Background: an optimization exercise with open tools, aiming at small area. Do not read the settings as production practice. In this exercise RTL edits were held to simulation tests only and were not proved equivalent to the original. Power figures rest on the tool's default switching activity, not on a simulated workload.

Setup of red:
## m68k_periph
module m68k_periph(
	input clk,
	input reset_n,
	input  [31:0] bus_addr,
	input  [15:0] bus_wdata,
	output [15:0] bus_rdata,
	input  bus_uds,
	input  bus_lds,
	input  bus_rw,
	output bus_ack,
	output [2:0] ipl_n,
	output tx,
	input rx,
	output [7:0] leds,
	output [17:0] ram_addr,
	input  [31:0] ram_data_read,
	output [31:0] ram_data_write,
	output ram_data_is_output,
	output [1:0] ram_ce_n,
	output [1:0] ram_ub_n,
	output [1:0] ram_lb_n,
	output [1:0] ram_we_n,
	output [1:0] ram_oe_n,
	input spi_miso,
	output spi_mosi,
	output spi_clk,
	output [2:0] spi_cs_n
);
Size in the first run: about 2200 cells after synthesis, about 260 flip-flops, ~180 I/O pins, ~15000 um^2 of cells after synthesis.
Settings: LEC_CHECK=0, ABC_AREA=1, CAP_MARGIN=20, CORE_MARGIN=2, CORE_UTILIZATION=60, CTS_BUF_LIST=sky130_fd_sc_hd__clkbuf_4 sky130_fd_sc_hd__clkbuf_8, SLEW_MARGIN=20; clock period 10.0 ns.
run.sh (not shown) runs the stock make flow with config.mk's settings and CLKGATE_MAP_FILE= SYNTH_SCRIPT=/design/flow/synth_recipe.tcl, a recipe that flattens the netlist after the stock synthesis.
red reached the end of the flow, and the finished layout is clean on the timing, design-rule and antenna checks.
What purple does differently from red at the input level:
Settings: CORE_UTILIZATION now 40, was 60; CTS_BUF_LIST no longer set, was sky130_fd_sc_hd__clkbuf_4 sky130_fd_sc_hd__clkbuf_8; ABC_AREA no longer set, was 1.
==> flow/flow/run.sh (new file) <==
#!/bin/bash
set -euo pipefail
export BUFFER_PORTS_ARGS="-buffer_cell sky130_fd_sc_hd__buf_1"
export CTS_ARGS="-sink_clustering_enable -repair_clock_nets -dont_use_dummy_load -sink_clustering_size 30 -sink_clustering_max_diameter 150 -buf_list {sky130_fd_sc_hd__clkbuf_8 sky130_fd_sc_hd__clkbuf_16}"
bash standard.sh finish > orfs_make.log 2>&1
==> flow/standard.sh (new file) <==
#!/bin/bash
# synth_recipe.tcl (not shown) runs the flow's synth.tcl, then flattens the netlist and writes it again
# the make line also repeats each setting of config.mk as NAME=value (left out here)
make -C /OpenROAD-flow-scripts/flow DESIGN_CONFIG=/design/flow/config.mk WORK_HOME=/design/flow/orfs CLKGATE_MAP_FILE= SYNTH_SCRIPT=/design/flow/synth_recipe.tcl "${@:-finish}"
removed: flow/run.sh
[summary]
purple went all the way through synthesis, placement and routing and the layout is clean on timing, DRC and antenna. purple vs red on global-route usage: purple is the lower one. Tightest hold margin in purple is 0.057 ns above red. Wire length of the first global-routing pass was lower in purple than in red. purple reports a lower clock network fraction of total power than red does.

* * *

== JK ==
m68k_periph again, from the RTL that the note above started with.
clock: 10.0 ns
lec_check: 0
cap_margin: 20
core_margin: 2
core_utilization: 40
slew_margin: 20
standard.sh (not shown) runs the stock make flow with config.mk's settings and CLKGATE_MAP_FILE= SYNTH_SCRIPT=/design/flow/synth_recipe.tcl, a recipe that flattens the netlist after the stock synthesis.
==> flow/flow/run.sh <==
#!/bin/bash
# Standard ORFS layout with smaller port buffers and a clock tree without
# dummy loads. Synthesis, floorplan, power grid and tap cells are the standard flow's own.
set -euo pipefail
export BUFFER_PORTS_ARGS="-buffer_cell sky130_fd_sc_hd__buf_1"
export CTS_ARGS="-sink_clustering_enable -repair_clock_nets -dont_use_dummy_load -buf_list {sky130_fd_sc_hd__clkbuf_2 sky130_fd_sc_hd__clkbuf_4}"
bash standard.sh finish > orfs_make.log 2>&1
JK went all the way through the flow, and no timing, DRC or antenna check failed.
What MS does differently from JK at the input level:
==> flow/run.sh (new file) <==
#!/bin/bash
# synth_recipe.tcl (not shown) runs the flow's synth.tcl, then flattens the netlist and writes it again
# the make line also repeats each setting of config.mk as NAME=value (left out here)
make -C /OpenROAD-flow-scripts/flow DESIGN_CONFIG=/design/flow/config.mk WORK_HOME=/design/flow/orfs CLKGATE_MAP_FILE= SYNTH_SCRIPT=/design/flow/synth_recipe.tcl finish
removed: flow/flow/run.sh
removed: flow/standard.sh
Looking at final net count across MS and JK, the one that comes out lower is MS.
Diff JK -> MS | routed wire length | up slightly
Sequential share of layout area ends up lower on MS.
Against JK, MS comes in 3 lower on count of plain and timing-repair buffers.
Between MS and JK, it is MS whose clock group share of total power is higher, by 8.2 points.

* * *

m68k_periph, a different RTL version from the one above (not shown whole).
For scale: roughly 1200 cells after synthesis, ~260 flip-flops, about 0.012 mm2 of cells after synthesis.
export LEC_CHECK = 0
export CAP_MARGIN = 20
export CORE_MARGIN = 2
export CORE_UTILIZATION = 40
export GPL_TIMING_DRIVEN = 0
export SLEW_MARGIN = 20
create_clock -name core_clock -period 10.0 [get_ports {clk}]
==> flow/flow/run.sh <==
#!/bin/bash
# The standard ORFS layout with these changes:
#  - synthesis: no prefix-adder extra map, no adder extraction, an
#    area-oriented ABC script (flow/abc.script) and no buffers on
#    pass-through wires; registers are mapped exactly as in the standard
#    synthesis (dfflibmap runs before ABC, which only remaps combinational
#    logic);
#  - port buffers are sky130_fd_sc_hd__buf_1;
#  - clock tree: small sink clusters of clkbuf_4, no dummy loads.
# ORFS's full output goes to orfs_make.log, each step's log to orfs/logs/.
set -euo pipefail
W=$(pwd)
{
  head -n 1 synth_recipe.tcl
  cat <<'EOT'
proc abc {args} {
  set i [lsearch -exact $args -script]
  if {$i >= 0} { lset args [expr {$i + 1}] $::env(MY_ABC_SCRIPT) }
  yosys abc {*}$args
}
EOT
  tail -n +2 synth_recipe.tcl
} > my_synth.tcl
export MY_ABC_SCRIPT="$W/flow/abc.script"
export BUFFER_PORTS_ARGS="-buffer_cell sky130_fd_sc_hd__buf_1"
export CTS_ARGS="-sink_clustering_enable -repair_clock_nets -dont_use_dummy_load -sink_clustering_size 9 -sink_clustering_max_diameter 60 -buf_list {sky130_fd_sc_hd__clkbuf_4}"
bash standard.sh SYNTH_SCRIPT="$W/my_synth.tcl" SYNTH_OPERATIONS_ARGS=-noshare ADDER_MAP_FILE= SYNTH_INSBUF=0 finish > orfs_make.log 2>&1
==> flow/flow/abc.script <==
strash
ifraig
scorr
dc2
strash
&get -n
&dch -f
&nf -R 1000
&put
==> next run, changes <==
--- a/flow/flow/run.sh
+++ b/flow/flow/run.sh
@@ -7,5 +7,5 @@
 #    logic);
 #  - port buffers are sky130_fd_sc_hd__buf_1;
-#  - clock tree: small sink clusters of clkbuf_4, no dummy loads.
+#  - clock tree: smaller sink clusters of clkbuf_4/clkbuf_8, no dummy loads.
 # ORFS's full output goes to orfs_make.log, each step's log to orfs/logs/.
 set -euo pipefail
@@ -24,4 +24,4 @@
 export MY_ABC_SCRIPT="$W/flow/abc.script"
 export BUFFER_PORTS_ARGS="-buffer_cell sky130_fd_sc_hd__buf_1"
-export CTS_ARGS="-sink_clustering_enable -repair_clock_nets -dont_use_dummy_load -sink_clustering_size 9 -sink_clustering_max_diameter 60 -buf_list {sky130_fd_sc_hd__clkbuf_4}"
+export CTS_ARGS="-sink_clustering_enable -repair_clock_nets -dont_use_dummy_load -sink_clustering_size 12 -sink_clustering_max_diameter 100 -buf_list {sky130_fd_sc_hd__clkbuf_4 sky130_fd_sc_hd__clkbuf_8}"
 bash standard.sh SYNTH_SCRIPT="$W/my_synth.tcl" SYNTH_OPERATIONS_ARGS=-noshare ADDER_MAP_FILE= SYNTH_INSBUF=0 finish > orfs_make.log 2>&1
Result: Worst setup slack gets worse by 0.0083 ns; clock-buffer cell count falls by 10; hold slack gets better by 0.016 ns; non-clock buffer count does not change; clock power rises by about 11%; area after synthesis is unchanged; global-route usage falls by 0.28 points; final area rises by about 0.6%; power rises by about 3%; via count falls by about 0.5%; combinational power stays flat.

* * *

the reference run:
m68k_periph again, from the RTL that the note above started with.
export LEC_CHECK = 0
export CAP_MARGIN = 20
export CORE_MARGIN = 2
export CORE_UTILIZATION = 40
export GPL_TIMING_DRIVEN = 0
export SLEW_MARGIN = 20
create_clock -name core_clock -period 10.0 [get_ports {clk}]
==> flow/flow/run.sh <==
#!/bin/bash
# The standard ORFS layout with these changes:
#  - synthesis: no prefix-adder extra map, no adder extraction, an
#    area-oriented ABC script (flow/abc.script) and no buffers on
#    pass-through wires; registers are mapped exactly as in the standard
#    synthesis (dfflibmap runs before ABC, which only remaps combinational
#    logic);
#  - port buffers are sky130_fd_sc_hd__buf_1;
#  - clock tree: small sink clusters of clkbuf_4, no dummy loads.
# ORFS's full output goes to orfs_make.log, each step's log to orfs/logs/.
set -euo pipefail
W=$(pwd)
{
  head -n 1 synth_recipe.tcl
  cat <<'EOT'
proc abc {args} {
  set i [lsearch -exact $args -script]
  if {$i >= 0} { lset args [expr {$i + 1}] $::env(MY_ABC_SCRIPT) }
  yosys abc {*}$args
}
EOT
  tail -n +2 synth_recipe.tcl
} > my_synth.tcl
export MY_ABC_SCRIPT="$W/flow/abc.script"
export BUFFER_PORTS_ARGS="-buffer_cell sky130_fd_sc_hd__buf_1"
export CTS_ARGS="-sink_clustering_enable -repair_clock_nets -dont_use_dummy_load -sink_clustering_size 8 -sink_clustering_max_diameter 50 -buf_list {sky130_fd_sc_hd__clkbuf_4}"
bash standard.sh SYNTH_SCRIPT="$W/my_synth.tcl" SYNTH_OPERATIONS_ARGS=-noshare ADDER_MAP_FILE= SYNTH_INSBUF=0 finish > orfs_make.log 2>&1
Scripts as last shown in full above: flow/flow/abc.script
The reference run went all the way through the flow, and no timing, DRC or antenna check failed.
For the trial run, these inputs were changed with respect to the reference run:
# the reference run
export LEC_CHECK = 0
export CAP_MARGIN = 20
export CORE_MARGIN = 2
export CORE_UTILIZATION = 40
export GPL_TIMING_DRIVEN = 0
export SLEW_MARGIN = 20
create_clock -name core_clock -period 10.0 [get_ports {clk}]
# the trial run
export LEC_CHECK = 0
export CAP_MARGIN = 20
export CORE_MARGIN = 2
export CORE_UTILIZATION = 60
export GPL_TIMING_DRIVEN = 0
export SLEW_MARGIN = 20
create_clock -name core_clock -period 10.0 [get_ports {clk}]
--- outcome ---
As of the trial run, final area had fallen slightly compared to the reference run. On clock network power, the trial run does better than the reference run. Overall routed net length | the trial run below the reference run. ~same mux contribution to synthesized area in the trial run and the reference run. The reference run was routed with fewer vias than the trial run. Comparing the trial run and the reference run, the lower share of the clock period used by the worst path after layout is on the reference run. Diff the reference run -> the trial run: number of nets in the layout shows no meaningful change, count of pins on the block boundary saw little to no change, total power lost 0.88%, data arrival time at the worst-slack endpoint picked up an extra 0.21 ns.

[static timing again, ports no longer ideal]
No port has a modelled driver above. Below, the same layouts with a new extraction and two added sets of constraints.
Step 1 assumes that a clkbuf_16 drives the clock port and a buf_2 every other input.
Step 2 moves the port delays by t, midway between the first and last clock arrival at a register: inputs arrive t later, outputs are due t later. That takes back most of the time a late clock gives input paths.
Three values: ideal ports, drivers, drivers and shift; two values: the first two.
run | shift t [ns] | setup slack, ns | worst setup path at the end
red | 0.615 | 2.965 / 2.903 / 2.903 | input to output
purple | 0.540 | 3.122 / 3.096 / 3.096 | input to output
JK | 0.746 | 3.112 / 3.085 / 3.085 | input to output
MS | 0.609 | 2.131 / 2.111 / 2.111 | input to output
the first run of note 3 | 0.689 | 3.487 / 3.461 / 3.461 | input to output
the second run of note 3 | 0.595 | 3.479 / 3.452 / 3.452 | input to output
the reference run | 0.695 | 3.474 / 3.447 / 3.447 | input to output
the trial run | 0.682 | 3.258 / 3.225 / 3.225 | input to output
After both steps setup and hold are still met in every run listed. The setup slack of red, which loses most, moves by -0.062 ns with the drivers and by -0.062 ns with both steps.
